This is an optimization exercise on Yosys and OpenROAD, whose aim is small area and a short achievable clock period, not a production implementation.
The RTL was checked by simulation tests, not by an equivalence proof against the original design.
Power is estimated from default activity; no workload was simulated.

$ cat design/flow/config.mk
export PLATFORM = sky130hd
export DESIGN_NAME = filter
export DESIGN_NICKNAME = filter
export VERILOG_FILES = /design/flow/design.v
export SDC_FILE = /design/flow/constraint.sdc
export NUM_CORES = 4
export LEC_CHECK = 0
export CAP_MARGIN = 20
export CORE_MARGIN = 2
export CORE_UTILIZATION = 40
export CTS_BUF_LIST = sky130_fd_sc_hd__clkbuf_8 sky130_fd_sc_hd__clkbuf_16
export CTS_CLUSTER_DIAMETER = 100
export CTS_CLUSTER_SIZE = 20
export SLEW_MARGIN = 20
$ cat design/flow/constraint.sdc
create_clock -name core_clock -period 10.0 [get_ports {clk}]
set_input_delay 2.0000 -clock core_clock [delete_from_list [all_inputs] [get_ports {clk}]]
set_output_delay 2.0000 -clock core_clock [all_outputs]
set_load 0.01 [all_outputs]
$ cat design/flow/design.v
module multiply
  (
   input wire [15:0]  x,
   input wire [23:0]  d,    
   output wire [15:0] z0,
   output wire [15:0] z1,
   output wire        zg,
   output wire [7:0]  zl0,
   output wire [7:0]  zl1
   );
   wire [17:0] xs = {x[15], x, 1'b0};
   wire one0 = d[0], two0 = d[1], neg0 = d[2];
   wire [16:0] pp0 = (({17{one0}} & xs[17:1]) | ({17{two0}} & xs[16:0])) ^ {17{neg0}};
   wire one1 = d[3], two1 = d[4], neg1 = d[5];
   wire [16:0] pp1 = (({17{one1}} & xs[17:1]) | ({17{two1}} & xs[16:0])) ^ {17{neg1}};
   wire one2 = d[6], two2 = d[7], neg2 = d[8];
   wire [16:0] pp2 = (({17{one2}} & xs[17:1]) | ({17{two2}} & xs[16:0])) ^ {17{neg2}};
   wire one3 = d[9], two3 = d[10], neg3 = d[11];
   wire [16:0] pp3 = (({17{one3}} & xs[17:1]) | ({17{two3}} & xs[16:0])) ^ {17{neg3}};
   wire one4 = d[12], two4 = d[13], neg4 = d[14];
   wire [16:0] pp4 = (({17{one4}} & xs[17:1]) | ({17{two4}} & xs[16:0])) ^ {17{neg4}};
   wire one5 = d[15], two5 = d[16], neg5 = d[17];
   wire [16:0] pp5 = (({17{one5}} & xs[17:1]) | ({17{two5}} & xs[16:0])) ^ {17{neg5}};
   wire one6 = d[18], two6 = d[19], neg6 = d[20];
   wire [16:0] pp6 = (({17{one6}} & xs[17:1]) | ({17{two6}} & xs[16:0])) ^ {17{neg6}};
   wire one7 = d[21], two7 = d[22], neg7 = d[23];
   wire [16:0] pp7 = (({17{one7}} & xs[17:1]) | ({17{two7}} & xs[16:0])) ^ {17{neg7}};
   wire n0 = pp0[10] ^ pp1[8];
   wire n1 = pp0[10] & pp1[8];
   wire n2 = pp0[11] ^ pp1[9];
   wire n3 = pp0[11] & pp1[9];
   wire n4 = pp0[12] ^ pp1[10] ^ pp2[8];
   wire n5 = (pp0[12] & pp1[10]) | (pp0[12] & pp2[8]) | (pp1[10] & pp2[8]);
   wire n6 = pp3[6] ^ pp4[4];
   wire n7 = pp3[6] & pp4[4];
   wire n8 = pp0[13] ^ pp1[11] ^ pp2[9];
   wire n9 = (pp0[13] & pp1[11]) | (pp0[13] & pp2[9]) | (pp1[11] & pp2[9]);
   wire n10 = pp3[7] ^ pp4[5];
   wire n11 = pp3[7] & pp4[5];
   wire n12 = pp0[14] ^ pp1[12] ^ pp2[10];
   wire n13 = (pp0[14] & pp1[12]) | (pp0[14] & pp2[10]) | (pp1[12] & pp2[10]);
   wire n14 = pp3[8] ^ pp4[6] ^ pp5[4];
   wire n15 = (pp3[8] & pp4[6]) | (pp3[8] & pp5[4]) | (pp4[6] & pp5[4]);
   wire n16 = pp6[2] ^ pp7[0];
   wire n17 = pp6[2] & pp7[0];
   wire n18 = pp0[15] ^ pp1[13] ^ pp2[11];
   wire n19 = (pp0[15] & pp1[13]) | (pp0[15] & pp2[11]) | (pp1[13] & pp2[11]);
   wire n20 = pp3[9] ^ pp4[7] ^ pp5[5];
   wire n21 = (pp3[9] & pp4[7]) | (pp3[9] & pp5[5]) | (pp4[7] & pp5[5]);
   wire n22 = pp6[3] ^ pp7[1];
   wire n23 = pp6[3] & pp7[1];
   wire n24 = ~pp0[16] ^ pp1[14] ^ pp2[12];
   wire n25 = (~pp0[16] & pp1[14]) | (~pp0[16] & pp2[12]) | (pp1[14] & pp2[12]);
   wire n26 = pp3[10] ^ pp4[8] ^ pp5[6];
   wire n27 = (pp3[10] & pp4[8]) | (pp3[10] & pp5[6]) | (pp4[8] & pp5[6]);
   wire n28 = pp6[4] ^ pp7[2];
   wire n29 = pp6[4] & pp7[2];
   wire n30 = pp1[15] ^ pp2[13] ^ pp3[11];
   wire n31 = (pp1[15] & pp2[13]) | (pp1[15] & pp3[11]) | (pp2[13] & pp3[11]);
   wire n32 = pp4[9] ^ pp5[7] ^ pp6[5];
   wire n33 = (pp4[9] & pp5[7]) | (pp4[9] & pp6[5]) | (pp5[7] & pp6[5]);
   wire n34 = ~pp1[16] ^ pp2[14] ^ pp3[12];
   wire n35 = (~pp1[16] & pp2[14]) | (~pp1[16] & pp3[12]) | (pp2[14] & pp3[12]);
   wire n36 = pp4[10] ^ pp5[8];
   wire n37 = pp4[10] & pp5[8];
   wire n38 = pp2[15] ^ pp3[13] ^ pp4[11];
   wire n39 = (pp2[15] & pp3[13]) | (pp2[15] & pp4[11]) | (pp3[13] & pp4[11]);
   wire n40 = ~pp2[16] ^ pp3[14];
   wire n41 = ~pp2[16] & pp3[14];
   wire n42 = pp0[6] ^ pp1[4];
   wire n43 = pp0[6] & pp1[4];
   wire n44 = pp0[7] ^ pp1[5];
   wire n45 = pp0[7] & pp1[5];
   wire n46 = pp0[8] ^ pp1[6] ^ pp2[4];
   wire n47 = (pp0[8] & pp1[6]) | (pp0[8] & pp2[4]) | (pp1[6] & pp2[4]);
   wire n48 = pp3[2] ^ pp4[0];
   wire n49 = pp3[2] & pp4[0];
   wire n50 = pp0[9] ^ pp1[7] ^ pp2[5];
   wire n51 = (pp0[9] & pp1[7]) | (pp0[9] & pp2[5]) | (pp1[7] & pp2[5]);
   wire n52 = pp3[3] ^ pp4[1];
   wire n53 = pp3[3] & pp4[1];
   wire n54 = n0 ^ pp2[6] ^ pp3[4];
   wire n55 = (n0 & pp2[6]) | (n0 & pp3[4]) | (pp2[6] & pp3[4]);
   wire n56 = pp4[2] ^ pp5[0] ^ neg5;
   wire n57 = (pp4[2] & pp5[0]) | (pp4[2] & neg5) | (pp5[0] & neg5);
   wire n58 = n1 ^ n2 ^ pp2[7];
   wire n59 = (n1 & n2) | (n1 & pp2[7]) | (n2 & pp2[7]);
   wire n60 = pp3[5] ^ pp4[3] ^ pp5[1];
   wire n61 = (pp3[5] & pp4[3]) | (pp3[5] & pp5[1]) | (pp4[3] & pp5[1]);
   wire n62 = n3 ^ n4 ^ n6;
   wire n63 = (n3 & n4) | (n3 & n6) | (n4 & n6);
   wire n64 = pp5[2] ^ pp6[0] ^ neg6;
   wire n65 = (pp5[2] & pp6[0]) | (pp5[2] & neg6) | (pp6[0] & neg6);
   wire n66 = n5 ^ n7 ^ n8;
   wire n67 = (n5 & n7) | (n5 & n8) | (n7 & n8);
   wire n68 = n10 ^ pp5[3] ^ pp6[1];
   wire n69 = (n10 & pp5[3]) | (n10 & pp6[1]) | (pp5[3] & pp6[1]);
   wire n70 = n9 ^ n11 ^ n12;
   wire n71 = (n9 & n11) | (n9 & n12) | (n11 & n12);
   wire n72 = n14 ^ n16 ^ neg7;
   wire n73 = (n14 & n16) | (n14 & neg7) | (n16 & neg7);
   wire n74 = n13 ^ n15 ^ n17;
   wire n75 = (n13 & n15) | (n13 & n17) | (n15 & n17);
   wire n76 = n18 ^ n20 ^ n22;
   wire n77 = (n18 & n20) | (n18 & n22) | (n20 & n22);
   wire n78 = n19 ^ n21 ^ n23;
   wire n79 = (n19 & n21) | (n19 & n23) | (n21 & n23);
   wire n80 = n24 ^ n26 ^ n28;
   wire n81 = (n24 & n26) | (n24 & n28) | (n26 & n28);
   wire n82 = n25 ^ n27 ^ n29;
   wire n83 = (n25 & n27) | (n25 & n29) | (n27 & n29);
   wire n84 = n30 ^ n32 ^ pp7[3];
   wire n85 = (n30 & n32) | (n30 & pp7[3]) | (n32 & pp7[3]);
   wire n86 = n31 ^ n33 ^ n34;
   wire n87 = (n31 & n33) | (n31 & n34) | (n33 & n34);
   wire n88 = n36 ^ pp6[6] ^ pp7[4];
   wire n89 = (n36 & pp6[6]) | (n36 & pp7[4]) | (pp6[6] & pp7[4]);
   wire n90 = n35 ^ n37 ^ n38;
   wire n91 = (n35 & n37) | (n35 & n38) | (n37 & n38);
   wire n92 = pp5[9] ^ pp6[7] ^ pp7[5];
   wire n93 = (pp5[9] & pp6[7]) | (pp5[9] & pp7[5]) | (pp6[7] & pp7[5]);
   wire n94 = n39 ^ n40 ^ pp4[12];
   wire n95 = (n39 & n40) | (n39 & pp4[12]) | (n40 & pp4[12]);
   wire n96 = pp5[10] ^ pp6[8] ^ pp7[6];
   wire n97 = (pp5[10] & pp6[8]) | (pp5[10] & pp7[6]) | (pp6[8] & pp7[6]);
   wire n98 = n41 ^ pp3[15] ^ pp4[13];
   wire n99 = (n41 & pp3[15]) | (n41 & pp4[13]) | (pp3[15] & pp4[13]);
   wire n100 = pp5[11] ^ pp6[9] ^ pp7[7];
   wire n101 = (pp5[11] & pp6[9]) | (pp5[11] & pp7[7]) | (pp6[9] & pp7[7]);
   wire n102 = ~pp3[16] ^ pp4[14] ^ pp5[12];
   wire n103 = (~pp3[16] & pp4[14]) | (~pp3[16] & pp5[12]) | (pp4[14] & pp5[12]);
   wire n104 = pp6[10] ^ pp7[8];
   wire n105 = pp6[10] & pp7[8];
   wire n106 = pp4[15] ^ pp5[13] ^ pp6[11];
   wire n107 = (pp4[15] & pp5[13]) | (pp4[15] & pp6[11]) | (pp5[13] & pp6[11]);
   wire n108 = ~pp4[16] ^ pp5[14];
   wire n109 = ~pp4[16] & pp5[14];
   wire n110 = pp0[4] ^ pp1[2];
   wire n111 = pp0[4] & pp1[2];
   wire n112 = pp0[5] ^ pp1[3];
   wire n113 = pp0[5] & pp1[3];
   wire n114 = n42 ^ pp2[2] ^ pp3[0];
   wire n115 = (n42 & pp2[2]) | (n42 & pp3[0]) | (pp2[2] & pp3[0]);
   wire n116 = n43 ^ n44 ^ pp2[3];
   wire n117 = (n43 & n44) | (n43 & pp2[3]) | (n44 & pp2[3]);
   wire n118 = n45 ^ n46 ^ n48;
   wire n119 = (n45 & n46) | (n45 & n48) | (n46 & n48);
   wire n120 = n47 ^ n49 ^ n50;
   wire n121 = (n47 & n49) | (n47 & n50) | (n49 & n50);
   wire n122 = n51 ^ n53 ^ n54;
   wire n123 = (n51 & n53) | (n51 & n54) | (n53 & n54);
   wire n124 = n55 ^ n57 ^ n58;
   wire n125 = (n55 & n57) | (n55 & n58) | (n57 & n58);
   wire n126 = n59 ^ n61 ^ n62;
   wire n127 = (n59 & n61) | (n59 & n62) | (n61 & n62);
   wire n128 = n63 ^ n65 ^ n66;
   wire n129 = (n63 & n65) | (n63 & n66) | (n65 & n66);
   wire n130 = n67 ^ n69 ^ n70;
   wire n131 = (n67 & n69) | (n67 & n70) | (n69 & n70);
   wire n132 = n71 ^ n73 ^ n74;
   wire n133 = (n71 & n73) | (n71 & n74) | (n73 & n74);
   wire n134 = n75 ^ n77 ^ n78;
   wire n135 = (n75 & n77) | (n75 & n78) | (n77 & n78);
   wire n136 = n79 ^ n81 ^ n82;
   wire n137 = (n79 & n81) | (n79 & n82) | (n81 & n82);
   wire n138 = n83 ^ n85 ^ n86;
   wire n139 = (n83 & n85) | (n83 & n86) | (n85 & n86);
   wire n140 = n87 ^ n89 ^ n90;
   wire n141 = (n87 & n89) | (n87 & n90) | (n89 & n90);
   wire n142 = n91 ^ n93 ^ n94;
   wire n143 = (n91 & n93) | (n91 & n94) | (n93 & n94);
   wire n144 = n95 ^ n97 ^ n98;
   wire n145 = (n95 & n97) | (n95 & n98) | (n97 & n98);
   wire n146 = n99 ^ n101 ^ n102;
   wire n147 = (n99 & n101) | (n99 & n102) | (n101 & n102);
   wire n148 = n103 ^ n105 ^ n106;
   wire n149 = (n103 & n105) | (n103 & n106) | (n105 & n106);
   wire n150 = n107 ^ n108 ^ pp6[12];
   wire n151 = (n107 & n108) | (n107 & pp6[12]) | (n108 & pp6[12]);
   wire n152 = n109 ^ pp5[15] ^ pp6[13];
   wire n153 = (n109 & pp5[15]) | (n109 & pp6[13]) | (pp5[15] & pp6[13]);
   wire n154 = ~pp5[16] ^ pp6[14];
   wire n155 = ~pp5[16] & pp6[14];
   wire n156 = pp0[2] ^ pp1[0];
   wire n157 = pp0[2] & pp1[0];
   wire n158 = pp0[3] ^ pp1[1];
   wire n159 = pp0[3] & pp1[1];
   wire n160 = n110 ^ pp2[0] ^ neg2;
   wire n161 = (n110 & pp2[0]) | (n110 & neg2) | (pp2[0] & neg2);
   wire n162 = n111 ^ n112 ^ pp2[1];
   wire n163 = (n111 & n112) | (n111 & pp2[1]) | (n112 & pp2[1]);
   wire n164 = n113 ^ n114 ^ neg3;
   wire n165 = (n113 & n114) | (n113 & neg3) | (n114 & neg3);
   wire n166 = n115 ^ n116 ^ pp3[1];
   wire n167 = (n115 & n116) | (n115 & pp3[1]) | (n116 & pp3[1]);
   wire n168 = n117 ^ n118 ^ neg4;
   wire n169 = (n117 & n118) | (n117 & neg4) | (n118 & neg4);
   wire n170 = n119 ^ n120 ^ n52;
   wire n171 = (n119 & n120) | (n119 & n52) | (n120 & n52);
   wire n172 = n121 ^ n122 ^ n56;
   wire n173 = (n121 & n122) | (n121 & n56) | (n122 & n56);
   wire n174 = n123 ^ n124 ^ n60;
   wire n175 = (n123 & n124) | (n123 & n60) | (n124 & n60);
   wire n176 = n125 ^ n126 ^ n64;
   wire n177 = (n125 & n126) | (n125 & n64) | (n126 & n64);
   wire n178 = n127 ^ n128 ^ n68;
   wire n179 = (n127 & n128) | (n127 & n68) | (n128 & n68);
   wire n180 = n129 ^ n130 ^ n72;
   wire n181 = (n129 & n130) | (n129 & n72) | (n130 & n72);
   wire n182 = n131 ^ n132 ^ n76;
   wire n183 = (n131 & n132) | (n131 & n76) | (n132 & n76);
   wire n184 = n133 ^ n134 ^ n80;
   wire n185 = (n133 & n134) | (n133 & n80) | (n134 & n80);
   wire n186 = n135 ^ n136 ^ n84;
   wire n187 = (n135 & n136) | (n135 & n84) | (n136 & n84);
   wire n188 = n137 ^ n138 ^ n88;
   wire n189 = (n137 & n138) | (n137 & n88) | (n138 & n88);
   wire n190 = n139 ^ n140 ^ n92;
   wire n191 = (n139 & n140) | (n139 & n92) | (n140 & n92);
   wire n192 = n141 ^ n142 ^ n96;
   wire n193 = (n141 & n142) | (n141 & n96) | (n142 & n96);
   wire n194 = n143 ^ n144 ^ n100;
   wire n195 = (n143 & n144) | (n143 & n100) | (n144 & n100);
   wire n196 = n145 ^ n146 ^ n104;
   wire n197 = (n145 & n146) | (n145 & n104) | (n146 & n104);
   wire n198 = n147 ^ n148 ^ pp7[9];
   wire n199 = (n147 & n148) | (n147 & pp7[9]) | (n148 & pp7[9]);
   wire n200 = n149 ^ n150 ^ pp7[10];
   wire n201 = (n149 & n150) | (n149 & pp7[10]) | (n150 & pp7[10]);
   wire n202 = n151 ^ n152 ^ pp7[11];
   wire n203 = (n151 & n152) | (n151 & pp7[11]) | (n152 & pp7[11]);
   wire n204 = n153 ^ n154 ^ pp7[12];
   wire n205 = (n153 & n154) | (n153 & pp7[12]) | (n154 & pp7[12]);
   wire n206 = n155 ^ pp6[15] ^ pp7[13];
   wire n207 = (n155 & pp6[15]) | (n155 & pp7[13]) | (pp6[15] & pp7[13]);
   wire n208 = ~pp6[16] ^ pp7[14];
   wire n209 = ~pp6[16] & pp7[14];
   wire n210 = pp0[0] & neg0;
   wire n211 = pp0[0] | neg0;
   wire n212 = n156 & neg1;
   wire n213 = n156 | neg1;
   wire n214 = n157 & n158;
   wire n215 = n157 | n158;
   wire n216 = n159 & n160;
   wire n217 = n159 | n160;
   wire n218 = n161 & n162;
   wire n219 = n161 | n162;
   wire n220 = n163 & n164;
   wire n221 = n163 | n164;
   wire n222 = n213 & pp0[1];
   wire n223 = n212 | (n222 & n210);
   wire n224 = n222 & n211;
   wire n225 = n216 | (n217 & n214);
   wire n226 = n217 & n215;
   wire n227 = n220 | (n221 & n218);
   wire n228 = n221 & n219;
   wire n229 = n227 | (n228 & n225);
   wire n230 = n228 & n226;
   wire n231 = n229 | (n230 & n223);
   wire n232 = n230 & n224;
   assign zg = n231;
   assign zl0 = {n179, n177, n175, n173, n171, n169, n167, n165};
   assign zl1 = {n180, n178, n176, n174, n172, n170, n168, n166};
   assign z0 = {~pp7[16], n209, n207, n205, n203, n201, n199, n197, n195, n193, n191, n189, n187, n185, n183, n181};
   assign z1 = {1'b0, pp7[15], n208, n206, n204, n202, n200, n198, n196, n194, n192, n190, n188, n186, n184, n182};
endmodule
module recode
  (
   input wire [15:0]  y,
   output wire [23:0] d
   );
   wire [16:0] yy = {y, 1'b0};
   genvar j;
   generate
      for (j = 0; j < 8; j = j + 1) begin: dig
         wire b2 = yy[2*j+2], b1 = yy[2*j+1], b0 = yy[2*j];
         assign d[3*j]   = b1 ^ b0;
         assign d[3*j+1] = (b2 & ~b1 & ~b0) | (~b2 & b1 & b0);
         assign d[3*j+2] = b2 & ~(b1 & b0);
      end
   endgenerate
endmodule
module summult
  (
   input wire         clk,
   input wire         first,
   input wire [15:0]  a0,
   input wire [15:0]  a1,
   input wire         ag,
   input wire [7:0]  al0,
   input wire [7:0]  al1,
   input wire [15:0]  b0,
   input wire [15:0]  b1,
   input wire         bg,
   input wire [7:0]  bl0,
   input wire [7:0]  bl1,
   output reg [15:0]  sum
   );
   reg [15:0] acc0, acc1;
   wire [15:0] q0 = first ? 16'hAAB0 : acc0;
   wire [15:0] q1 = first ? 16'h0000 : acc1;
   wire s0 = al0[0] & al1[0];
   wire s1 = al0[0] | al1[0];
   wire s2 = al0[1] & al1[1];
   wire s3 = al0[1] | al1[1];
   wire s4 = al0[2] & al1[2];
   wire s5 = al0[2] | al1[2];
   wire s6 = al0[3] & al1[3];
   wire s7 = al0[3] | al1[3];
   wire s8 = al0[4] & al1[4];
   wire s9 = al0[4] | al1[4];
   wire s10 = al0[5] & al1[5];
   wire s11 = al0[5] | al1[5];
   wire s12 = al0[6] & al1[6];
   wire s13 = al0[6] | al1[6];
   wire s14 = al0[7] & al1[7];
   wire s15 = al0[7] | al1[7];
   wire s16 = s0 | (s1 & ag);
   wire s17 = s4 | (s5 & s2);
   wire s18 = s5 & s3;
   wire s19 = s17 | (s18 & s16);
   wire s20 = s8 | (s9 & s6);
   wire s21 = s9 & s7;
   wire s22 = s14 | (s15 & s12);
   wire s23 = s15 & s13;
   wire s24 = s22 | (s23 & s10);
   wire s25 = s23 & s11;
   wire s26 = s24 | (s25 & s20);
   wire s27 = s25 & s21;
   wire s28 = s26 | (s27 & s19);
   wire s29 = bl0[0] & bl1[0];
   wire s30 = bl0[0] | bl1[0];
   wire s31 = bl0[1] & bl1[1];
   wire s32 = bl0[1] | bl1[1];
   wire s33 = bl0[2] & bl1[2];
   wire s34 = bl0[2] | bl1[2];
   wire s35 = bl0[3] & bl1[3];
   wire s36 = bl0[3] | bl1[3];
   wire s37 = bl0[4] & bl1[4];
   wire s38 = bl0[4] | bl1[4];
   wire s39 = bl0[5] & bl1[5];
   wire s40 = bl0[5] | bl1[5];
   wire s41 = bl0[6] & bl1[6];
   wire s42 = bl0[6] | bl1[6];
   wire s43 = bl0[7] & bl1[7];
   wire s44 = bl0[7] | bl1[7];
   wire s45 = s29 | (s30 & bg);
   wire s46 = s33 | (s34 & s31);
   wire s47 = s34 & s32;
   wire s48 = s46 | (s47 & s45);
   wire s49 = s37 | (s38 & s35);
   wire s50 = s38 & s36;
   wire s51 = s43 | (s44 & s41);
   wire s52 = s44 & s42;
   wire s53 = s51 | (s52 & s39);
   wire s54 = s52 & s40;
   wire s55 = s53 | (s54 & s49);
   wire s56 = s54 & s50;
   wire s57 = s55 | (s56 & s48);
   wire s58 = q0[0] ^ q1[0] ^ a0[0];
   wire s59 = (q0[0] & q1[0]) | (q0[0] & a0[0]) | (q1[0] & a0[0]);
   wire s60 = q0[1] ^ q1[1];
   wire s61 = q0[1] & q1[1];
   wire s62 = q0[2] ^ q1[2];
   wire s63 = q0[2] & q1[2];
   wire s64 = q0[3] ^ q1[3];
   wire s65 = q0[3] & q1[3];
   wire s66 = q0[4] ^ q1[4];
   wire s67 = q0[4] & q1[4];
   wire s68 = q0[5] ^ q1[5];
   wire s69 = q0[5] & q1[5];
   wire s70 = q0[6] ^ q1[6];
   wire s71 = q0[6] & q1[6];
   wire s72 = q0[7] ^ q1[7];
   wire s73 = q0[7] & q1[7];
   wire s74 = q0[8] ^ q1[8];
   wire s75 = q0[8] & q1[8];
   wire s76 = q0[9] ^ q1[9];
   wire s77 = q0[9] & q1[9];
   wire s78 = q0[10] ^ q1[10];
   wire s79 = q0[10] & q1[10];
   wire s80 = q0[11] ^ q1[11];
   wire s81 = q0[11] & q1[11];
   wire s82 = q0[12] ^ q1[12];
   wire s83 = q0[12] & q1[12];
   wire s84 = q0[13] ^ q1[13];
   wire s85 = q0[13] & q1[13];
   wire s86 = q0[14] ^ q1[14];
   wire s87 = q0[14] & q1[14];
   wire s88 = q0[15] ^ q1[15];
   wire s89 = q0[15] & q1[15];
   wire s90 = s58 ^ a1[0] ^ b0[0];
   wire s91 = (s58 & a1[0]) | (s58 & b0[0]) | (a1[0] & b0[0]);
   wire s92 = s59 ^ s60 ^ a0[1];
   wire s93 = (s59 & s60) | (s59 & a0[1]) | (s60 & a0[1]);
   wire s94 = a1[1] ^ b0[1];
   wire s95 = a1[1] & b0[1];
   wire s96 = s61 ^ s62 ^ a0[2];
   wire s97 = (s61 & s62) | (s61 & a0[2]) | (s62 & a0[2]);
   wire s98 = a1[2] ^ b0[2] ^ b1[2];
   wire s99 = (a1[2] & b0[2]) | (a1[2] & b1[2]) | (b0[2] & b1[2]);
   wire s100 = s63 ^ s64 ^ a0[3];
   wire s101 = (s63 & s64) | (s63 & a0[3]) | (s64 & a0[3]);
   wire s102 = a1[3] ^ b0[3] ^ b1[3];
   wire s103 = (a1[3] & b0[3]) | (a1[3] & b1[3]) | (b0[3] & b1[3]);
   wire s104 = s65 ^ s66 ^ a0[4];
   wire s105 = (s65 & s66) | (s65 & a0[4]) | (s66 & a0[4]);
   wire s106 = a1[4] ^ b0[4] ^ b1[4];
   wire s107 = (a1[4] & b0[4]) | (a1[4] & b1[4]) | (b0[4] & b1[4]);
   wire s108 = s67 ^ s68 ^ a0[5];
   wire s109 = (s67 & s68) | (s67 & a0[5]) | (s68 & a0[5]);
   wire s110 = a1[5] ^ b0[5] ^ b1[5];
   wire s111 = (a1[5] & b0[5]) | (a1[5] & b1[5]) | (b0[5] & b1[5]);
   wire s112 = s69 ^ s70 ^ a0[6];
   wire s113 = (s69 & s70) | (s69 & a0[6]) | (s70 & a0[6]);
   wire s114 = a1[6] ^ b0[6] ^ b1[6];
   wire s115 = (a1[6] & b0[6]) | (a1[6] & b1[6]) | (b0[6] & b1[6]);
   wire s116 = s71 ^ s72 ^ a0[7];
   wire s117 = (s71 & s72) | (s71 & a0[7]) | (s72 & a0[7]);
   wire s118 = a1[7] ^ b0[7] ^ b1[7];
   wire s119 = (a1[7] & b0[7]) | (a1[7] & b1[7]) | (b0[7] & b1[7]);
   wire s120 = s73 ^ s74 ^ a0[8];
   wire s121 = (s73 & s74) | (s73 & a0[8]) | (s74 & a0[8]);
   wire s122 = a1[8] ^ b0[8] ^ b1[8];
   wire s123 = (a1[8] & b0[8]) | (a1[8] & b1[8]) | (b0[8] & b1[8]);
   wire s124 = s75 ^ s76 ^ a0[9];
   wire s125 = (s75 & s76) | (s75 & a0[9]) | (s76 & a0[9]);
   wire s126 = a1[9] ^ b0[9] ^ b1[9];
   wire s127 = (a1[9] & b0[9]) | (a1[9] & b1[9]) | (b0[9] & b1[9]);
   wire s128 = s77 ^ s78 ^ a0[10];
   wire s129 = (s77 & s78) | (s77 & a0[10]) | (s78 & a0[10]);
   wire s130 = a1[10] ^ b0[10] ^ b1[10];
   wire s131 = (a1[10] & b0[10]) | (a1[10] & b1[10]) | (b0[10] & b1[10]);
   wire s132 = s79 ^ s80 ^ a0[11];
   wire s133 = (s79 & s80) | (s79 & a0[11]) | (s80 & a0[11]);
   wire s134 = a1[11] ^ b0[11] ^ b1[11];
   wire s135 = (a1[11] & b0[11]) | (a1[11] & b1[11]) | (b0[11] & b1[11]);
   wire s136 = s81 ^ s82 ^ a0[12];
   wire s137 = (s81 & s82) | (s81 & a0[12]) | (s82 & a0[12]);
   wire s138 = a1[12] ^ b0[12] ^ b1[12];
   wire s139 = (a1[12] & b0[12]) | (a1[12] & b1[12]) | (b0[12] & b1[12]);
   wire s140 = s83 ^ s84 ^ a0[13];
   wire s141 = (s83 & s84) | (s83 & a0[13]) | (s84 & a0[13]);
   wire s142 = a1[13] ^ b0[13] ^ b1[13];
   wire s143 = (a1[13] & b0[13]) | (a1[13] & b1[13]) | (b0[13] & b1[13]);
   wire s144 = s85 ^ s86 ^ a0[14];
   wire s145 = (s85 & s86) | (s85 & a0[14]) | (s86 & a0[14]);
   wire s146 = a1[14] ^ b0[14] ^ b1[14];
   wire s147 = (a1[14] & b0[14]) | (a1[14] & b1[14]) | (b0[14] & b1[14]);
   wire s148 = s87 ^ s88 ^ a0[15];
   wire s149 = (s87 & s88) | (s87 & a0[15]) | (s88 & a0[15]);
   wire s150 = a1[15] ^ b0[15] ^ b1[15];
   wire s151 = (a1[15] & b0[15]) | (a1[15] & b1[15]) | (b0[15] & b1[15]);
   wire s152 = s90 ^ b1[0];
   wire s153 = s90 & b1[0];
   wire s154 = s91 ^ s92 ^ s94;
   wire s155 = (s91 & s92) | (s91 & s94) | (s92 & s94);
   wire s156 = s93 ^ s95 ^ s96;
   wire s157 = (s93 & s95) | (s93 & s96) | (s95 & s96);
   wire s158 = s97 ^ s99 ^ s100;
   wire s159 = (s97 & s99) | (s97 & s100) | (s99 & s100);
   wire s160 = s101 ^ s103 ^ s104;
   wire s161 = (s101 & s103) | (s101 & s104) | (s103 & s104);
   wire s162 = s105 ^ s107 ^ s108;
   wire s163 = (s105 & s107) | (s105 & s108) | (s107 & s108);
   wire s164 = s109 ^ s111 ^ s112;
   wire s165 = (s109 & s111) | (s109 & s112) | (s111 & s112);
   wire s166 = s113 ^ s115 ^ s116;
   wire s167 = (s113 & s115) | (s113 & s116) | (s115 & s116);
   wire s168 = s117 ^ s119 ^ s120;
   wire s169 = (s117 & s119) | (s117 & s120) | (s119 & s120);
   wire s170 = s121 ^ s123 ^ s124;
   wire s171 = (s121 & s123) | (s121 & s124) | (s123 & s124);
   wire s172 = s125 ^ s127 ^ s128;
   wire s173 = (s125 & s127) | (s125 & s128) | (s127 & s128);
   wire s174 = s129 ^ s131 ^ s132;
   wire s175 = (s129 & s131) | (s129 & s132) | (s131 & s132);
   wire s176 = s133 ^ s135 ^ s136;
   wire s177 = (s133 & s135) | (s133 & s136) | (s135 & s136);
   wire s178 = s137 ^ s139 ^ s140;
   wire s179 = (s137 & s139) | (s137 & s140) | (s139 & s140);
   wire s180 = s141 ^ s143 ^ s144;
   wire s181 = (s141 & s143) | (s141 & s144) | (s143 & s144);
   wire s182 = s145 ^ s147 ^ s148;
   wire s183 = (s145 & s147) | (s145 & s148) | (s147 & s148);
   wire s184 = s152 ^ s28;
   wire s185 = s152 & s28;
   wire s186 = s153 ^ s154 ^ b1[1];
   wire s187 = (s153 & s154) | (s153 & b1[1]) | (s154 & b1[1]);
   wire s188 = s155 ^ s156 ^ s98;
   wire s189 = (s155 & s156) | (s155 & s98) | (s156 & s98);
   wire s190 = s157 ^ s158 ^ s102;
   wire s191 = (s157 & s158) | (s157 & s102) | (s158 & s102);
   wire s192 = s159 ^ s160 ^ s106;
   wire s193 = (s159 & s160) | (s159 & s106) | (s160 & s106);
   wire s194 = s161 ^ s162 ^ s110;
   wire s195 = (s161 & s162) | (s161 & s110) | (s162 & s110);
   wire s196 = s163 ^ s164 ^ s114;
   wire s197 = (s163 & s164) | (s163 & s114) | (s164 & s114);
   wire s198 = s165 ^ s166 ^ s118;
   wire s199 = (s165 & s166) | (s165 & s118) | (s166 & s118);
   wire s200 = s167 ^ s168 ^ s122;
   wire s201 = (s167 & s168) | (s167 & s122) | (s168 & s122);
   wire s202 = s169 ^ s170 ^ s126;
   wire s203 = (s169 & s170) | (s169 & s126) | (s170 & s126);
   wire s204 = s171 ^ s172 ^ s130;
   wire s205 = (s171 & s172) | (s171 & s130) | (s172 & s130);
   wire s206 = s173 ^ s174 ^ s134;
   wire s207 = (s173 & s174) | (s173 & s134) | (s174 & s134);
   wire s208 = s175 ^ s176 ^ s138;
   wire s209 = (s175 & s176) | (s175 & s138) | (s176 & s138);
   wire s210 = s177 ^ s178 ^ s142;
   wire s211 = (s177 & s178) | (s177 & s142) | (s178 & s142);
   wire s212 = s179 ^ s180 ^ s146;
   wire s213 = (s179 & s180) | (s179 & s146) | (s180 & s146);
   wire s214 = s181 ^ s182 ^ s150;
   wire s215 = (s181 & s182) | (s181 & s150) | (s182 & s150);
   wire [15:0] r0 = {s213, s211, s209, s207, s205, s203, s201, s199, s197, s195, s193, s191, s189, s187, s185, s184};
   wire [15:0] r1 = {s214, s212, s210, s208, s206, s204, s202, s200, s198, s196, s194, s192, s190, s188, s186, s57};
   always @(posedge clk) begin
      acc0 <= r0;
      acc1 <= r1;
      sum <= acc0 + acc1;
   end
endmodule
module filter
  #(
    parameter WIDTH = 32,
    parameter MWIDTH = 1,
    parameter FLTLEN = 8,
    parameter ID = 123
    )
   (
    input wire                   clk,
    input wire                   rst_n,
    input wire [WIDTH-1:0]       in_data,
    input wire                   in_nd,
    input wire [MWIDTH-1:0]      in_m,
    input wire [32-1:0]  in_msg,
    input wire                   in_msg_nd,
    output wire [WIDTH-1:0]      out_data,
    output wire                  out_nd,
    output wire [MWIDTH-1:0]     out_m,
    output wire                  error
    );
   integer j;
   reg [1:0] g;
   always @(posedge clk)
     if (!rst_n)
       g <= 2'd0;
     else
       g <= g + 2'd1;
   wire last = (g == 2'd3);
   reg [2:0]   which_pos;
   reg         setting_taps;
   reg         tap_set_error;
   assign error = tap_set_error;
   wire hdr    = in_msg[32-1];
   wire our_id = (in_msg[16:7] == ID);
   always @(posedge clk)
     if (!rst_n) begin
        setting_taps <= 1'b0;
        tap_set_error <= 1'b0;
     end else if (in_msg_nd) begin
        if (hdr) begin
           if (setting_taps)
             tap_set_error <= 1'b1;
           if (our_id) begin
              which_pos <= 3'd0;
              setting_taps <= 1'b1;
           end
        end else if (setting_taps) begin
           if (which_pos == 3'd7) begin
              which_pos <= 3'd0;
              setting_taps <= 1'b0;
           end else
             which_pos <= which_pos + 3'd1;
        end
     end
   reg [15:0]  tr [0:7];
   reg [7:0]   tv;
   wire [2:0]  wslot = which_pos - {g, 1'b0} - 3'd2;
   wire        twr = in_msg_nd & setting_taps;
   reg [15:0]  tr_d [0:7];
   reg [7:0]   tv_d;
   always @* begin
      for (j = 0; j < 8; j = j + 1) begin
         tr_d[j] = (twr && wslot == j) ? in_msg[15:0] : tr[(j+2)%8];
         tv_d[j] = rst_n & ((twr && wslot == j) | tv[(j+2)%8]);
      end
   end
   always @(posedge clk)
     for (j = 0; j < 8; j = j + 1)
       tr[j] <= tr_d[j];
   always @(posedge clk)
     tv <= tv_d;
   reg [31:0]  inbuf;
   reg         mbuf;
   reg         pending;
   always @(posedge clk)
     if (in_nd) begin
        inbuf <= in_data;
        mbuf <= in_m;
     end
   always @(posedge clk)
     if (!rst_n)
       pending <= 1'b0;
     else
       pending <= in_nd | (pending & ~last);
   wire ins = pending & last;
   reg [31:0]  hr [0:7];
   reg [7:0]   hv;
   always @(posedge clk)
     if (ins) begin
        hr[0] <= inbuf;
        for (j = 1; j < 8; j = j + 1)
          hr[j] <= hr[(j+1)%8];
     end else
       for (j = 0; j < 8; j = j + 1)
         hr[j] <= hr[(j+2)%8];
   wire [7:0]  hv_d = !rst_n ? 8'd0 :
                      ins ? ({hv[0], hv[7:1]} | 8'd1) : {hv[1:0], hv[7:2]};
   always @(posedge clk)
     hv <= hv_d;
   reg [6:0]   q;
   always @(posedge clk)
     if (!rst_n)
       q <= 7'd0;
     else
       q <= {q[5:0], ins};
   assign out_nd = q[6];
   reg mframe, mout;
   always @(posedge clk)
     if (last) begin
        mout <= mframe;
        if (pending)
          mframe <= mbuf;
     end
   assign out_m = mout;
   wire [15:0] ta_d = tr[2] & {16{tv[2] & hv_d[0]}};
   wire [15:0] tb_d = tr[3] & {16{tv[3] & hv_d[1]}};
   wire [23:0] da_d, db_d;
   recode rca (.y(ta_d), .d(da_d));
   recode rcb (.y(tb_d), .d(db_d));
   reg [23:0]  da, db;
   always @(posedge clk) begin
      da <= da_d;
      db <= db_d;
   end
   localparam K = 6;             
   localparam W = 14 - K;
   wire [15:0]  ra0, ra1, rb0, rb1, ia0, ia1, ib0, ib1;
   wire         rag, rbg, iag, ibg;
   wire [W-1:0] ral0, ral1, rbl0, rbl1, ial0, ial1, ibl0, ibl1;
   multiply mra (.x(hr[0][31:16]), .d(da), .z0(ra0), .z1(ra1), .zg(rag), .zl0(ral0), .zl1(ral1));
   multiply mrb (.x(hr[1][31:16]), .d(db), .z0(rb0), .z1(rb1), .zg(rbg), .zl0(rbl0), .zl1(rbl1));
   multiply mia (.x(hr[0][15:0]),  .d(da), .z0(ia0), .z1(ia1), .zg(iag), .zl0(ial0), .zl1(ial1));
   multiply mib (.x(hr[1][15:0]),  .d(db), .z0(ib0), .z1(ib1), .zg(ibg), .zl0(ibl0), .zl1(ibl1));
   reg [15:0]  pra0, pra1, prb0, prb1, pia0, pia1, pib0, pib1;
   reg         prag, prbg, piag, pibg;
   reg [W-1:0] pral0, pral1, prbl0, prbl1, pial0, pial1, pibl0, pibl1;
   always @(posedge clk) begin
      pra0 <= ra0; pra1 <= ra1; prag <= rag; pral0 <= ral0; pral1 <= ral1;
      prb0 <= rb0; prb1 <= rb1; prbg <= rbg; prbl0 <= rbl0; prbl1 <= rbl1;
      pia0 <= ia0; pia1 <= ia1; piag <= iag; pial0 <= ial0; pial1 <= ial1;
      pib0 <= ib0; pib1 <= ib1; pibg <= ibg; pibl0 <= ibl0; pibl1 <= ibl1;
   end
   wire [15:0] acc_re, acc_im;
   summult sre (.clk(clk), .first(q[1]),
                .a0(pra0), .a1(pra1), .ag(prag), .al0(pral0), .al1(pral1),
                .b0(prb0), .b1(prb1), .bg(prbg), .bl0(prbl0), .bl1(prbl1),
                .sum(acc_re));
   summult sim (.clk(clk), .first(q[1]),
                .a0(pia0), .a1(pia1), .ag(piag), .al0(pial0), .al1(pial1),
                .b0(pib0), .b1(pib1), .bg(pibg), .bl0(pibl0), .bl1(pibl1),
                .sum(acc_im));
   assign out_data = {acc_re, acc_im};
endmodule
$ cat design/flow/flow/run.sh
#!/bin/bash
# The standard layout with two changes in how it is made:
#  - after the standard synthesis, flow/fapol.py chooses the polarity of each
#    full-adder cell so that fewer inverters are needed (registers and their
#    names are untouched; the netlist computes the same function);
#  - timing repair aims past the 10 ns constraint, and the ports are buffered
#    with buf_2 cells.
# Each step's output goes to a log file of its own here (and ORFS's own logs
# stay under orfs/logs/).
set -euo pipefail
R=orfs/results/sky130hd/filter/base
bash standard.sh synth > make_synth.log 2>&1
cp $R/1_2_yosys.v $R/1_2_yosys_std.v
python3 flow/fapol.py $R/1_2_yosys_std.v $R/1_2_yosys.v > fapol.log 2>&1
rm -f $R/1_synth.odb
bash standard.sh SETUP_SLACK_MARGIN=6.7 "BUFFER_PORTS_ARGS=-buffer_cell sky130_fd_sc_hd__buf_2" finish > make_finish.log 2>&1
$ cat design/flow/flow/fapol.py
#!/usr/bin/env python3
"""Full-adder polarity clean-up on a Yosys gate netlist (sky130hd).

A full adder is self-dual: FA(~a, ~b, ~c) = (~sum, ~cout). Yosys's
extract_fa leaves many inverters between full adders. This pass chooses,
for each fa cell, whether it computes its true or its complemented outputs
(by taking the complements of all three inputs), so that fewer inverters are
needed, and writes the netlist back with the inverters that the choice needs.
Registers and all other cells are kept as they are, with their names; every
net that is kept carries the same function as before.

Usage: fapol.py IN.v OUT.v
"""
import re, sys
from collections import defaultdict

INV = {"sky130_fd_sc_hd__inv_1", "sky130_fd_sc_hd__inv_2"}
FA = "sky130_fd_sc_hd__fa_1"
OUTPINS = {"X", "Y", "Q", "Q_N", "SUM", "COUT", "HI", "LO"}

cell_re = re.compile(r'^[ \t]*(sky130_fd_sc_hd__\w+)\s+(\S+)\s*\((.*?)\);[ \t]*\n', re.S | re.M)
pin_re = re.compile(r'\.(\w+)\(\s*(.*?)\s*\)\s*(?:,|$)', re.S)


def main(inp, outp):
    txt = open(inp).read()
    cells = []
    for m in cell_re.finditer(txt):
        typ, name, body = m.group(1), m.group(2), m.group(3)
        pins = {}
        for pm in pin_re.finditer(body.strip()):
            pins[pm.group(1)] = pm.group(2).strip()
        cells.append({"typ": typ, "name": name, "pins": pins, "span": m.span()})
    rest = cell_re.sub("", txt)
    if re.search(r'\bassign\b', rest):
        raise SystemExit("fapol: netlist has assign statements; not handled")
    if len(re.findall(r'\bmodule\b', txt)) != 1:
        raise SystemExit("fapol: expected exactly one module")
    hdr = re.search(r'module\s+\S+\s*\((.*?)\);', txt, re.S)
    ports = set(p.strip() for p in hdr.group(1).split(','))

    def is_port(n):
        return n.split('[')[0].strip() in ports

    # the cells must sit together, with nothing else between them
    body_start = cells[0]["span"][0]
    body_end = cells[-1]["span"][1]
    between = txt[body_start:body_end]
    if cell_re.sub("", between).strip():
        raise SystemExit("fapol: unexpected text between cells")

    driver = {}
    for i, c in enumerate(cells):
        for p, n in c["pins"].items():
            if n and p in OUTPINS:
                if n in driver:
                    raise SystemExit(f"fapol: net {n} has two drivers")
                driver[n] = (i, p)

    # removable inverters: out net -> in net
    inv_of = {}
    for i, c in enumerate(cells):
        if c["typ"] in INV and not is_port(c["pins"]["Y"]):
            c["removable"] = True
            inv_of[c["pins"]["Y"]] = c["pins"]["A"]

    def base(n):
        pol = 0
        while n in inv_of:
            n = inv_of[n]
            pol ^= 1
        return n, pol

    fas = [i for i, c in enumerate(cells) if c["typ"] == FA
           and not any(is_port(c["pins"][p]) for p in ("SUM", "COUT"))]
    fa_set = set(fas)
    flip = defaultdict(int)

    # consumers of each base signal: (polarity wanted, cell index)
    req = defaultdict(list)
    for i, c in enumerate(cells):
        if c.get("removable"):
            continue
        for p, n in c["pins"].items():
            if p in OUTPINS or not n:
                continue
            b, pol = base(n)
            req[b].append((pol, i))

    def prod(b):
        d = driver.get(b)
        return flip[d[0]] if d is not None and d[0] in fa_set else 0

    def cost_of(b):
        pp = prod(b)
        for pol, i in req.get(b, []):
            if pol ^ flip[i] != pp:
                return 1
        return 0

    def fa_signals(i):
        c = cells[i]
        return {base(c["pins"][p])[0] for p in ("A", "B", "CIN")} | \
               {c["pins"][p] for p in ("SUM", "COUT")}

    allb = set(req) | set(driver)
    before = sum(cost_of(b) for b in allb)
    for _ in range(30):
        improved = False
        for i in fas:
            sig = fa_signals(i)
            c0 = sum(cost_of(b) for b in sig)
            flip[i] ^= 1
            if sum(cost_of(b) for b in sig) < c0:
                improved = True
            else:
                flip[i] ^= 1
        if not improved:
            break
    after = sum(cost_of(b) for b in allb)
    nflip = sum(flip[i] for i in fas)
    print(f"fapol: inverters {before} -> {after}; {nflip} of {len(fas)} fa cells complemented",
          file=sys.stderr)
    if outp is None:
        return

    # net names: polarity 0 of b keeps the name b; polarity 1 reuses the
    # name of an old inverter output of b if there is one
    inv_names = defaultdict(list)
    for n in inv_of:
        b, pol = base(n)
        if pol == 1:
            inv_names[b].append(n)
    wires = []
    cnt = [0]

    def fresh():
        cnt[0] += 1
        n = f"_fapol{cnt[0]}_"
        wires.append(n)
        return n

    names = {}

    def name_for(b, pol):
        if (b, pol) not in names:
            if pol == 0:
                names[(b, pol)] = b
            elif inv_names[b]:
                names[(b, pol)] = inv_names[b][0]
            else:
                names[(b, pol)] = fresh()
        return names[(b, pol)]

    made = set()
    newcells = []

    def net_at(b, want):
        pp = prod(b)
        if want != pp and (b, want) not in made:
            made.add((b, want))
            cnt[0] += 1
            newcells.append(("sky130_fd_sc_hd__inv_1", f"_fapolinv{cnt[0]}_",
                             {"A": name_for(b, pp), "Y": name_for(b, want)}))
        return name_for(b, want)

    out_cells = []
    for i, c in enumerate(cells):
        if c.get("removable"):
            continue
        f = flip[i]
        pins = {}
        for p, n in c["pins"].items():
            if not n:
                pins[p] = n
            elif p in OUTPINS:
                pins[p] = name_for(n, f)
            else:
                b, pol = base(n)
                pins[p] = net_at(b, pol ^ f)
        out_cells.append((c["typ"], c["name"], pins))

    head = txt[:body_start]
    tail = txt[body_end:]
    decl = "".join(f"  wire {w};\n" for w in wires)
    lines = []
    for typ, name, pins in out_cells + newcells:
        ps = ",\n".join(f"    .{p}({n} )" for p, n in pins.items())
        lines.append(f"  {typ} {name} (\n{ps}\n  );\n")
    open(outp, "w").write(head + decl + "".join(lines) + tail)


if __name__ == "__main__":
    main(sys.argv[1], sys.argv[2] if len(sys.argv) > 2 else None)
$ cat design/flow/standard.sh
#!/bin/bash
# synth_recipe.tcl (not shown) runs the flow's synth.tcl, then flattens the netlist and writes it again
# the make line also repeats each setting of config.mk as NAME=value (left out here)
make -C /OpenROAD-flow-scripts/flow DESIGN_CONFIG=/design/flow/config.mk WORK_HOME=/design/flow/orfs CLKGATE_MAP_FILE= SYNTH_SCRIPT=/design/flow/synth_recipe.tcl "${@:-finish}"
==> results of run 1 <==
power by group through the flow:
stage / registers (mW) / logic, mW / clock network (mW)
after floorplan: 3.77 / 1.16 / 0
after global placement: 3.89 / 1.47 / 0
after detailed placement: 3.89 / 1.50 / 0
after CTS: 3.82 / 1.51 / 2.14
after global routing: 3.88 / 1.73 / 2.26
final: 3.83 / 1.49 / 2.07
state kept, by name, indices dropped and copies added, names as in the netlist, 24 cells and up:
signal	cells
tr	128
hr	256
inbuf	32
da	24
db	24
worst max-delay path, delay by kind of cell, from the launching register on:
family | cells | cell delay, ns
AO/OA/AOI/OAI | 1 | 0.14
XOR/XNOR | 1 | 0.17
adder cells (fa/ha/maj) | 4 | 2.09
buffers and inverters | 1 | 0.33
flip-flops | 1 | 0.35
area by class of cell:
class	count	area, um2
antenna	1	2.50
clock buffer	51	1250
clock inverter	23	221
fill	10800	63500
inverter	141	553
multi-input combinational	3115	27100
sequential	786	16200
tap	1500	1880
timing repair buffer	187	1590
per-layer routing:
metal	wire, um	part of all wire, %
met2	50000	43
met3	8540	7.3
met4	4280	3.7
met1	53500	46
met5	81	0.070
worst max path at each step:
stage,startpoint,to,cells past startpoint,slack (ns)
detailed placement,da[11],pra1[2],8,6.18
global placement,db[11],prb1[1],8,6.22
floorplan,db[8],pibl1[5],8,6.70
CTS,da[18],pra1[3],8,6.70
global route,da[13],pra1[4],7,6.70
finish,db[12],prb1[4],7,6.78
placed cells by master (no fill, tap or decap), types with 33 or more instances in the layout:
cell type	instances
and3_1	33
a22oi_1	480
clkbuf_16	53
inv_1	147
buf_4	51
a21oi_1	44
nor2b_1	68
xnor2_1	408
fa_1	438
nand2_1	859
edfxtp_1	38
ha_1	166
o21ai_0	50
xor2_1	163
dfxtp_2	39
mux2_2	130
buf_2	88
nor2_1	82
dfxtp_1	690
per-stage QoR:
step / worst slack [ns] / area (um2)
after CTS: 6.70 / 48500
after global placement: 6.22 / 46800
after global routing: 6.70 / 48900
after detailed placement: 6.18 / 46800
after floorplan: 6.70 / 45200
final: 6.78 / 48900
timing repair:
action / CTS / global route
buffers inserted: 7 / 3
resized for setup: 66 / 84
gates cloned: 0 / 3
setup endpoints to repair: 83 / 145
hold endpoints to repair: 0 / 0
pin swaps: 0 / 3
==> flow_summary.yaml, run 1 <==
grt:
  grt_most_used_layer: "met2"
  grt_max_degree: 186
  grt_util_met2_pct: 30.5
  grt_overflow_total: 0
  met1_usage_pct: 28.4
  gr-usage-met3_pct: 3.18
  grt_pass1_wl_um: 182000
  track_usage_pct: 19.9
  grt_pass1_vias: 31000
  antenna_found_initial: 7
synthesis:
  yosysWarnings: 8
  syn_area_um2: 45200
  syn_area_per_cell_um2: 10.2
  synthCells: 4431
  synth_nets: 5106
critical_path:
  timing.rr.start: "db[12]"
  critPathKind: "register to register"
  r2r_cells: 7
  endpoint_kind: "register"
  arrival_ns: 3.75
  path_cells: "buf_6, a22oi_1, xnor2_1, fa_1, fa_1, fa_1, fa_1"
  r2r_slack_ns: 6.78
  crit_top_cell: "fa_1"
  crit_fanout: 34
  crit_path_top_delay_cell: "fa_1"
  worstPathRequired_ns: 10.53
  slowest_delay_ns: 0.58
  r2r_end: "prb1[4]"
  worstSetupStartpointType: "register"
drt:
  antenna_left: 0
  vias: 30800
  drc: 0
  dr.pass1.iters: 6
  drt_wl_total_um: 116000
  avgViaCountPerCell: 5.30
  wl_per_cell_um: 20.1
  drt-initial-drc-count: 2675
pwr:
  p_leak_nw: 21.3
  power.internal_mw: 5.16
  seqPwrFrac_pct: 51.8
  pwr-share-clk_pct: 28.0
  power_density_nw_per_um2: 151
  power.net_switching_mw: 2.22
  peakVddDrop_mv: 0.134
  finalPower_mw: 7.38
  p_comb_share_pct: 20.2
  swShare_pct: 30.1
clock_network:
  cts.path.max_buffers: 3
  cts_root_buf: "clkbuf_16"
  ctsHtreeMaxLevel: 2
  cts_tree: "done"
  cts.clk_slew.worst_paths_ns: 0.09
  clock_latency_ns: 0.67
  cts.sinks: 786
  cts_buffers: 49
  ctsHoldBuffers: 0
timing:
  worst_slew_margin_rel_pct: 32.5
  fin_crit_sh_pct: 32.2
  hold_viol: 0
  max_clock_freq_ghz: 0.310
  hold_ws_ns: 0.418
  finalSetupViolations: 0
  skew_ns: 0.0332
  post-route-min-period_ns: 3.22
  rsz0062_at_grt: "no"
  tightest_slew_ns: 1.01
  slew_violations: 0
  finalSetupTns_ns: 0
die:
  die_w_um: 340
  top_level_ports: 104
  die_h_um: 340
  die_area_um2: 116000
  core_um2: 112000
  num_rows: 123
  start_util_pct: 40.3
run:
  cap_violations: 0
final_layout:
  drive_gt1_share_pct: 11.2
  area_growth_syn_to_layout_pct: 8.05
  final_util_pct: 43.5
  finalNonFillerCells: 5804
  nNetsFinal: 4955
worst_hold_path:
  worstHoldStart: "hr[6][4]"
  min_to: "hr[5][4]"
  hold_path_depth: 2
  hp-class: "register to register"
place:
  dp_hpwl_um: 75800
  gp_congestion: 0.847
  dp.cells: 5716
  io_buffers: 89
status:
  status: "complete, no violations"
==> run 2: changes to the inputs <==
==> design/flow/run.sh (new file) <==
#!/bin/bash
# synth_recipe.tcl (not shown) runs the flow's synth.tcl, then flattens the netlist and writes it again
# the make line also repeats each setting of config.mk as NAME=value (left out here)
make -C /OpenROAD-flow-scripts/flow DESIGN_CONFIG=/design/flow/config.mk WORK_HOME=/design/flow/orfs CLKGATE_MAP_FILE= SYNTH_SCRIPT=/design/flow/synth_recipe.tcl finish
--- a/design/flow/config.mk
+++ b/design/flow/config.mk
@@ -11,4 +11,5 @@
 export CTS_BUF_LIST = sky130_fd_sc_hd__clkbuf_8 sky130_fd_sc_hd__clkbuf_16
 export CTS_CLUSTER_DIAMETER = 100
 export CTS_CLUSTER_SIZE = 20
+export SETUP_SLACK_MARGIN = 5
 export SLEW_MARGIN = 20
removed: design/flow/flow/run.sh
removed: design/flow/flow/fapol.py
removed: design/flow/standard.sh
==> flow_summary.yaml, run 2 <==
status:
  status: "complete, no violations"
synthesis:
  synthCells: 4791
  synth.distinct_cells: 62
  ys.flop_type: "dfxtp_1"
  muxShareOfSynthArea_pct: 3.36
  synth_top_family_by_area: "adder cells"
  synthXorXnorAreaFrac_pct: 10.7
  synth_area_leaders: "dfxtp_1, fa_1, a22oi_1"
  synth_enable_flop_cells: 38
  synth.most_common_cell: "nand2_1"
  synthArstFlopShare_pct: 0
  synth_nets: 5466
  synth.top_cell.area_share_pct: 32.2
  synth_top_area_cell: "dfxtp_1"
  synth-compound-area-share_pct: 10.2
  syn_area_per_cell_um2: 9.72
  yosysWarnings: 8
  ys_top_cells_by_count: "nand2_1, dfxtp_1, inv_1, a22oi_1, fa_1"
  ys_seq_elements: 786
  ys_seq_area_share_pct: 34.6
  synth_fa_ha_area_share_pct: 24.0
  syn_area_um2: 46600
  synth-simple-area-share_pct: 9.94
die:
  core_um2: 116000
  die_h_um: 345
  start_util_pct: 40.2
  die_w_um: 345
  top_level_ports: 104
  num_rows: 125
  die_area_um2: 119000
clock_network:
  ctsHtreeMaxLevel: 2
  ctsHoldBuffers: 0
  cts_root_buf: "clkbuf_16"
  cts.sinks: 786
  cts_tree: "done"
  cts.clk_slew.worst_paths_ns: 0.09
  post_cts_buffers: 0
  clock_latency_ns: 0.67
  ctsResizeCount: 0
  cts.path.max_buffers: 3
  cts_buffers: 48
critical_path:
  worstPathRequired_ns: 10.52
  arrival_ns: 4.49
  r2r_cells: 9
  worstSetupStartpointType: "register"
  endpoint_kind: "register"
  crit_fanout: 25
  critPathKind: "register to register"
drt:
  wl_per_cell_um: 18.5
  antenna_left: 0
  drc: 0
  drt_wl_total_um: 114000
  dr.pass1.iters: 7
  drt-initial-drc-count: 2789
  avgViaCountPerCell: 5.11
  vias: 31600
timing:
  worst_slew_margin_rel_pct: 27.4
  finalSetupTns_ns: 0
  max_clock_freq_ghz: 0.252
  finalSetupViolations: 0
  rsz0062_at_grt: "no"
  slew_violations: 0
  hold_ws_ns: 0.419
  worst_slack_ns: 6.03
  post-route-min-period_ns: 3.97
  skew_ns: 0.0328
  tightest_slew_ns: 1.09
  fin_crit_sh_pct: 39.7
  hold_viol: 0
place:
  gp_congestion: 0.833
  dp_hpwl_um: 77600
  io_buffers: 89
  dp_slack_ns: 5.81
final_layout:
  final_util_pct: 43.2
  multiInputGateArea_um2: 27100
  final_cell_mix: "nand2_1, dfxtp_1, inv_1"
  seqCellArea_um2: 16100
  final_common_cell: "nand2_1"
  top_regs: "hr x256, tr x128, inbuf x32"
  top_register: "hr"
  area_growth_syn_to_layout_pct: 7.48
  diodes: 0
  nNetsFinal: 5305
  largest_reg_flops: 256
  drive_gt1_share_pct: 7.42
  nFillCells: 11100
grt:
  antenna_found_initial: 2
  grt_overflow_total: 0
  track_usage_pct: 19.2
  grt_max_degree: 105
  grt_pass1_vias: 31700
  grt_pass1_wl_um: 183000
pwr:
  peakVddDrop_mv: 0.156
  power_density_nw_per_um2: 150
  p_leak_nw: 21.6
worst_hold_path:
  hp-class: "register to register"
  hold_path_depth: 2
run:
  cap_violations: 0
run 2: logic make-up after synthesis:
logic type | count (synthesis)
buffers and inverters | 890
DFF | 786
xor gates and xnor gates | 571
muxes | 140
AOI/OAI and AO/OA | 656
adders and majority gates | 632
and+or+nand+nor | 1116
run 2: through the flow:
step	cells	total power [mW]	area [um2]
finish	6175	7.49	50100
global route	6175	7.99	50100
CTS	6175	7.60	50100
detailed placement	6104	5.52	48600
global placement	6104	5.47	48600
floorplan	4791	4.96	46600
run 2: final timing paths:
kind / start / slack [ns] / end
worst max-delay path: da[11] / 6.03 / pia1[1]
worst min-delay path: hr[2][0] / 0.42 / hr[1][0]
worst max register to register: da[11] / 6.03 / pia1[1]
worst min register to register: hr[2][0] / 0.42 / hr[1][0]
run 2: final cells by class:
| type | count | share of cell area (%) |
|---|---|---|
| Inverter | 501 | 3.77 |
| Sequential cell | 786 | 32.3 |
| Tap cell | 1524 | 3.81 |
| Clock buffer | 48 | 2.40 |
| Timing Repair Buffer | 178 | 3.10 |
| Multi-Input combinational cell | 3115 | 54.2 |
| Clock inverter | 23 | 0.467 |
run 2: per-layer routing:
| layer | up-vias | share of wire, % | global-route usage (%) |
|---|---|---|---|
| met5 | - | 0.0096 | 0 |
| met4 | 2 | 3.2 | 6.36 |
| met3 | 212 | 7.1 | 3.27 |
| met2 | 1076 | 43 | 29.5 |
| met1 | 15400 | 47 | 27.4 |
| li1 | 14900 | - | - |
run 2: report_power, final:
| group | internal (mW) | switching (mW) |
|---|---|---|
| logic | 0.738 | 0.885 |
| registers | 3.55 | 0.265 |
| clock network | 0.939 | 1.12 |
run 2: worst max-delay path, stage by stage, from the launching register on:
cell	delay, ns
dfxtp_1	0.32
buf_4	0.46
inv_1	0.45
buf_4	0.34
xnor2_1	0.23
fa_1	0.47
fa_1	0.42
fa_1	0.51
inv_1	0.05
fa_1	0.51

==> afterwards: timing with drivers on the ports <==
The results above use ideal ports. As a check the final layouts listed here were re-extracted and re-timed, cells and wires unchanged.
Step 1, drivers: a clkbuf_16 drives clk and a buf_2 each remaining input, both assumed.
Step 2 times the ports against the registers' clock, not the clock port: input delays grow and output delays shrink by t, the midpoint of the rising clock arrivals with the driver on.
a / b / c = ideal ports / drivers / drivers and shift; a / b = the first two.
| run | shift t [ns] | setup WS [ns] | clock arrival spread, ns |
|---|---|---|---|
| run 1 | 0.726 | 6.778 / 6.720 / 6.312 | 0.038 / 0.038 |
| run 2 | 0.718 | 6.032 / 6.032 / 5.826 | 0.039 / 0.040 |
After both steps setup and hold are still met in every run listed. For run 1, which loses most, drivers alone change the setup slack by -0.058 ns; drivers and shift together by -0.466 ns.
